What follows belongs to an exercise in optimizing a design on an open flow for small area, a short achievable clock period and few clock cycles per item; a production flow would make more cautious choices.
Where RTL was checked, it was by simulation tests only, not by an equivalence proof against the original.
No functional check of the RTL was part of run 2.
Power is estimated from default activity; no workload was simulated.

==> flow/design.v (outline; a module is shown in full before it is edited, if it fits) <==
// module mul: 2017 lines
// module ysyx_mulunit: 21 lines
module ysyx_mulunit (
    input          clk,
    input          rst_n,
    input          mul_valid,
    input  [63:0]  alu_src1,
    input  [63:0]  alu_src2,
    input  [3:0]   mul_expand_signed,
    output [129:0] mul_res,
    output         sh_fnsh_flag
);
  // ...
==> flow/flow/run.sh <==
#!/bin/bash
# Layout flow: the standard layout (standard.sh, which also runs the
# standard synthesis) with these settings changed:
#  - the port buffers start as buf_2 instead of the buffer the resizer picks;
#  - sizing may swap a cell for one of another footprint;
#  - clock tree synthesis inserts no dummy loads.
# make's output goes to make.log; each step's tool output is in orfs/logs/.
set -euo pipefail
bash standard.sh MATCH_CELL_FOOTPRINT=0 \
    "BUFFER_PORTS_ARGS=-buffer_cell sky130_fd_sc_hd__buf_2" \
    "CTS_ARGS=-sink_clustering_enable -repair_clock_nets -dont_use_dummy_load" \
    finish > make.log 2>&1
==> flow/standard.sh <==
#!/bin/bash
# synth_recipe.tcl (not shown) runs the flow's synth.tcl, then flattens the netlist and writes it again
# the make line also repeats each setting of config.mk as NAME=value (left out here)
make -C /OpenROAD-flow-scripts/flow DESIGN_CONFIG=/design/flow/config.mk WORK_HOME=/design/flow/orfs CLKGATE_MAP_FILE= SYNTH_SCRIPT=/design/flow/synth_recipe.tcl "${@:-finish}"
==> flow/config.mk <==
export PLATFORM = sky130hd
export DESIGN_NAME = ysyx_mulunit
export DESIGN_NICKNAME = ysyx_mulunit
export VERILOG_FILES = /design/flow/design.v
export SDC_FILE = /design/flow/constraint.sdc
export NUM_CORES = 8
export LEC_CHECK = 0
export CAP_MARGIN = 20
export CORE_MARGIN = 2
export CORE_UTILIZATION = 50
export SETUP_SLACK_MARGIN = 4.5
export SLEW_MARGIN = 20
==> flow/constraint.sdc <==
create_clock -name core_clock -period 8.0 [get_ports {clk}]
set_input_delay 1.6000 -clock core_clock [delete_from_list [all_inputs] [get_ports {clk}]]
set_output_delay 1.6000 -clock core_clock [all_outputs]
set_load 0.01 [all_outputs]
==> results.py, run 1 <==
metrics = {
    "clock_tree": {
        "clk_latency_ns": 0.58,
        "clk_path_buf_depth": 3,
    },
    "worst_hold_path": {
        "min_path_type": "flop to flop",
    },
    "timing": {
        "fin_worst_skew_ns": 0.0393,
        "fin_crit_ns": 3.65,
        "grt_setup_unrepaired": "true",
        "setup_viol": 0,
        "max_freq_ghz": 0.274,
        "post-route-period-util_pct": 45.6,
        "worst_slack_ns": 4.35,
    },
    "detailed_routing": {
        "vias": 25700,
        "drtIter0Drc": 2558,
    },
    "final_layout": {
        "final_common_cell": "inv_1",
        "multi_input_area_share_pct": 64.3,
    },
    "synthesis": {
        "synth_compound_area_share_pct": 17.8,
    },
    "critical_path": {
        "timing.rr.end": "u_mul.P[55]",
        "max_stage_delay_ns": 0.42,
        "path_common_cell": "buf_4",
        "path_delay_family": "compound AO/OA/AOI/OAI gates",
        "crit_end": "u_mul.P[55]",
        "r2r_slack_ns": 4.35,
        "cpMaxStageDelayCell": "o22ai_4",
    },
    "power_and_ir_drop": {
        "ir_worst_vdd_uv": 139,
        "pwr-share-clk_pct": 36.9,
        "pg_seq_w": 0.00168,
    },
    "global_routing": {
        "gr-usage-all-layers_pct": 33.7,
        "top_usage_layer": "met2",
    },
    "placement": {
        "placed_area_mm2": 0.0307,
        "place_hpwl_mm": 77.3,
    },
    "floorplanning": {
        "initial_core_util_pct": 50.8,
    },
    "outcome": {
        "status": "timing/DRC/antenna clean",
    },
}
Testbench counts, summed over its fixed seeds: cycles 34,522, muls 4,800.
==> inputs of run 2 (changes only) <==
--- a/flow/design.v
+++ b/flow/design.v
@@ -37,22 +37,22 @@
     end
 endfunction
 wire [NC-1:0] ta64 = therm(alu_src1, 7'd64), tb64 = therm(alu_src2, 7'd64);
 wire [NC-1:0] ta32 = therm(alu_src1, 7'd32), tb32 = therm(alu_src2, 7'd32);
 wire [NC-1:0] ta16 = therm(alu_src1, 7'd16), tb16 = therm(alu_src2, 7'd16);
 wire sw64 = |(tb64 & ~ta64);
 wire sw32 = |(tb32 & ~ta32);
 wire sw16 = |(tb16 & ~ta16);
-wire [NC-1:0] ta = e0 ? ta64 : e12 ? ta32 : e3 ? ta16 : {NC{1'b0}};
-wire [NC-1:0] tb = e0 ? tb64 : e12 ? tb32 : e3 ? tb16 : {NC{1'b0}};
 wire swap = e0 ? sw64 : e12 ? sw32 : e3 & sw16;
-wire [NC-1:0] tn = ta & tb;             
-wire [NC-1:0] ha = ta & ~(ta >> 1);     
-wire [NC-1:0] hb = tb & ~(tb >> 1);
+wire [NC-1:0] tn = e0 ? ta64 & tb64 : e12 ? ta32 & tb32 : e3 ? ta16 & tb16 : {NC{1'b0}};
+wire [NC-1:0] ha = e0 ? ta64 & ~(ta64 >> 1) : e12 ? ta32 & ~(ta32 >> 1) :
+                   e3 ? ta16 & ~(ta16 >> 1) : {NC{1'b0}};
+wire [NC-1:0] hb = e0 ? tb64 & ~(tb64 >> 1) : e12 ? tb32 & ~(tb32 >> 1) :
+                   e3 ? tb16 & ~(tb16 >> 1) : {NC{1'b0}};
 function [K:0] chunk;
     input [63:0] x;
     input integer g;
     integer j;
     begin
         for (j = 0; j <= K; j = j + 1)
             chunk[j] = (K*g - 1 + j >= 0 && K*g - 1 + j < 64) ? x[K*g - 1 + j] : 1'b0;
     end
==> results.py, run 2 <==
metrics = {
    "final_layout": {
        "top_regs": "u_mul.P (128), u_mul.C (75), u_mul.M (64)",
        "regMostFlops": "u_mul.P",
        "drive_gt1_share_pct": 18.2,
        "nets": 4001,
        "area_delta_synth_final_pct": 14.8,
        "largest_reg_flops": 128,
        "final_common_cell": "inv_1",
        "fill_cells": 5303,
        "final_cell_mix": "375 x inv_1, 279 x a22oi_1, 269 x dfxtp_1",
        "fin_cells": 4276,
    },
    "global_routing": {
        "grtUsageMet2_pct": 55.0,
        "top_usage_layer": "met2",
        "grt-ovfl-total": 0,
        "grt_antenna_before_repair": 1,
        "gr-usage-all-layers_pct": 34.1,
        "grt_pass1_wl_mm": 160,
        "use_met1_pct": 46.0,
        "grt_pass1_vias": 26000,
        "grt_max_degree": 170,
        "use_met3_pct": 5.22,
    },
    "floorplanning": {
        "die_h_um": 247,
        "initial_core_util_pct": 50.3,
        "die_x_um": 247,
        "io-pin-count": 266,
        "rows": 89,
        "core-area_mm2": 0.0587,
        "die_area_mm2": 0.0610,
    },
    "synthesis": {
        "yosysTopAreaCell": "dfxtp_1",
        "synth-seq-area-share_pct": 21.6,
        "ys_types": 90,
        "yosysWarnings": 1,
        "synthAdderAreaFrac_pct": 21.9,
        "yosysMostFrequentCell": "inv_1",
        "synthMuxAreaShare_pct": 3.00,
        "synthTopCellsByCount": "377 x inv_1, 313 x dfxtp_1, 279 x a22oi_1",
        "synth_top_area_share_pct": 21.2,
        "yosys.area_share.simple_pct": 14.3,
        "async_flop_share_pct": 1.26,
        "syn-cell-area_mm2": 0.0295,
        "synth_xor_area_share_pct": 12.4,
        "synth_compound_area_share_pct": 17.9,
        "synth-main-ff-cell": "dfxtp_1",
        "synth_edf_count": 0,
        "synth_top_family_by_area": "adder cells",
        "syn_area_per_cell_um2": 8.72,
        "synth_seq_cells": 317,
        "netlist_top_cells_area": "dfxtp_1 21%, fa_1 18%, xor2_1 7.5%",
        "synthCells": 3385,
    },
    "critical_path": {
        "arrival_ns": 4.16,
        "r2r-start": "u_mul.P[100]",
        "timing.rr.end": "u_mul.P[125]",
        "r2r_slack_ns": 4.29,
        "path_class": "flop to flop",
        "start_kind": "flop",
        "required_ns": 8.44,
        "end_kind": "flop",
        "r2r_cells": 12,
        "crit_path_max_fanout": 5,
    },
    "clock_tree": {
        "cts_root_buffer": "clkbuf_16",
        "clk_path_buf_depth": 3,
        "clk_latency_ns": 0.58,
        "cts_made_buffers": 42,
        "path_clk_slew_ns": 0.05,
        "h-tree-depth": 2,
        "cts_tree": "built",
        "clock_sinks": 317,
    },
    "timing": {
        "fin_crit_ns": 3.71,
        "post-route-period-util_pct": 46.4,
        "grt_setup_unrepaired": "true",
        "tightestPinTransition_ns": 0.910,
        "setup_viol": 0,
        "slew_headroom_pct": 38.8,
        "worst_slack_ns": 4.29,
        "max_freq_ghz": 0.269,
        "fin_tns_setup_ns": 0,
        "fin_worst_skew_ns": 0.0263,
        "hold_viol": 0,
        "report.final.slew_viol_count": 0,
    },
    "placement": {
        "place_congestion": 0.966,
        "port-buffer-count": 263,
        "place_hpwl_mm": 78.0,
        "place_ws_ns": 3.23,
        "dp.cells": 4164,
    },
    "detailed_routing": {
        "drtAntennaViolNets": 0,
        "finalWirelength_mm": 106,
        "drtIter0Drc": 2489,
        "avgViaCountPerCell": 6.11,
        "drc": 0,
        "dr.pass1.iters": 10,
        "vias": 26100,
        "post_drt_wl_per_cell_um": 24.8,
    },
    "worst_hold_path": {
        "min_path_type": "flop to flop",
        "hold_start": "u_mul.cnt[7]",
        "whs_endpoint": "u_mul.cnt[6]",
        "holdPathStages": 2,
    },
    "outcome": {
        "status": "timing/DRC/antenna clean",
    },
    "flow_run": {
        "cap_violations": 0,
    },
    "power_and_ir_drop": {
        "switchingPower_w": 0.00291,
        "p_int_w": 0.00391,
        "ir_worst_vdd_uv": 184,
        "switching_share_pct": 42.7,
        "power_w": 0.00682,
        "p_comb_share_pct": 47.4,
        "pwr-share-clk_pct": 23.7,
        "power_leakage_nw": 13.4,
        "power_frac_seq_pct": 28.8,
        "p_per_area_mw_per_mm2": 201,
    },
}
-- run 2: cell types whose count changed in the layout (fill, tap and decap cells not counted), moves of 9 or more --
cell / previous run / this run
ha_1: 66 / 76
nor3_1: 28 / 41
nand3_1: 50 / 41
xnor2_1: 169 / 156
o21a_1: 17 / 7
nor2_1: 117 / 106
o21ai_0: 109 / 87
ha_4: 35 / 23
nand2_1: 221 / 200
-- run 2: power groups by stage --
stage	registers, W	logic (W)	clock network (W)
2_1_floorplan	0.00186	0.00215	0
3_3_place_gp	0.00197	0.00305	0
3_5_place_dp	0.00198	0.00309	0
4_1_cts	0.00195	0.00316	0.00165
5_1_grt	0.00198	0.00363	0.00170
6_report	0.00197	0.00324	0.00162
-- run 2: kinds of logic after synthesis --
group	count (synthesis)
AOI/OAI and AO/OA	745
xor gates and xnor gates	417
adders and majority gates	362
buffers and inverters	661
DFF	317
muxes	87
other	1
and+or+nand+nor	795
-- run 2: layout make-up --
class / count / area (um2) / share of cell area (%)
diodes: 1 / 2.50 / 0.00739
clock buffers: 42 / 1050 / 3.10
inverters: 378 / 1420 / 4.20
multi-input cells: 2408 / 21700 / 63.9
flip-flops and latches: 317 / 6460 / 19.1
well taps: 773 / 967 / 2.85
repair buffers: 357 / 2330 / 6.87
-- run 2: metal layers --
| metal | up-vias | wire, um |
|---|---|---|
| met5 | - | 0 |
| met4 | 0 | 4410 |
| met3 | 230 | 7410 |
| met2 | 1173 | 49900 |
| met1 | 13000 | 44400 |
| li1 | 11700 | - |
-- run 2: worst max-delay path by stage --
| stage | from | end | slack [ns] | depth (start not counted) |
|---|---|---|---|---|
| finish | u_mul.P[100] | u_mul.P[125] | 4.29 | 12 |
| global route | u_mul.P[100] | u_mul.P[125] | 4.19 | 12 |
| CTS | u_mul.P[100] | u_mul.P[125] | 4.28 | 12 |
| detailed placement | alu_src2[59] | u_mul.sh_fnsh_flag | 3.23 | 12 |
| global placement | alu_src2[55] | u_mul.sh_fnsh_flag | 3.29 | 12 |
| floorplan | alu_src1[59] | u_mul.sh_fnsh_flag | 4.22 | 10 |
-- run 2: metrics by stage --
step | cell area [um2] | util, % | hold WS, ns
2_1_floorplan | 29600 | - | 0.402
3_3_place_gp | 30900 | 52.7 | 0.473
3_5_place_dp | 30900 | 52.7 | 0.487
4_1_cts | 32900 | 56.0 | 0.491
5_1_grt | 33900 | 57.7 | 0.512
6_report | 33900 | 57.7 | 0.498
-- run 2: worst max-delay path, cell delays in order (launching register included) --
cell,delay (ns)
dfxtp_4,0.33
or4_4,0.53
or4_4,0.48
nand4b_1,0.28
nor2_2,0.17
o32ai_2,0.12
or4b_4,0.55
or3_4,0.35
a211oi_4,0.25
buf_6,0.16
nand4_1,0.10
xor2_1,0.18
o21ai_1,0.07
-- run 2: repair_timing --
item	4_1_cts	5_1_grt
gates cloned	0	4
hold buffers	0	0
gates resized for setup	138	144
pin swaps	30	48
setup buffers	38	27
endpoints found under the setup margin	144	110

-- afterwards: timing with drivers on the ports --
Ports are ideal in the flow. The routed layouts listed here were re-timed in OpenROAD.
Step 1 assumes that a clkbuf_16 drives the clock port and a buf_2 every other input.
Step 2 also shifts input and output timing later by t, the mid clock arrival at the registers, as if the neighbouring blocks saw the same clock.
Slacks: ideal / step 1 / step 2; pairs: ideal / step 1.
| run | t (ns) | setup slack, ns | worst hold slack (ns) | latest minus earliest clock arrival (ns) |
|---|---|---|---|---|
| run 1 | 0.621 | 4.351 / 4.351 / 3.924 | 0.464 / 0.464 / 0.464 | 0.040 / 0.039 |
| run 2 | 0.634 | 4.287 / 4.287 / 3.880 | 0.498 / 0.498 / 0.498 | 0.027 / 0.026 |
After both steps every run listed still meets setup and hold. The setup slack of run 1, which loses most, moves by 0.000 ns with the drivers and by -0.427 ns with both steps.
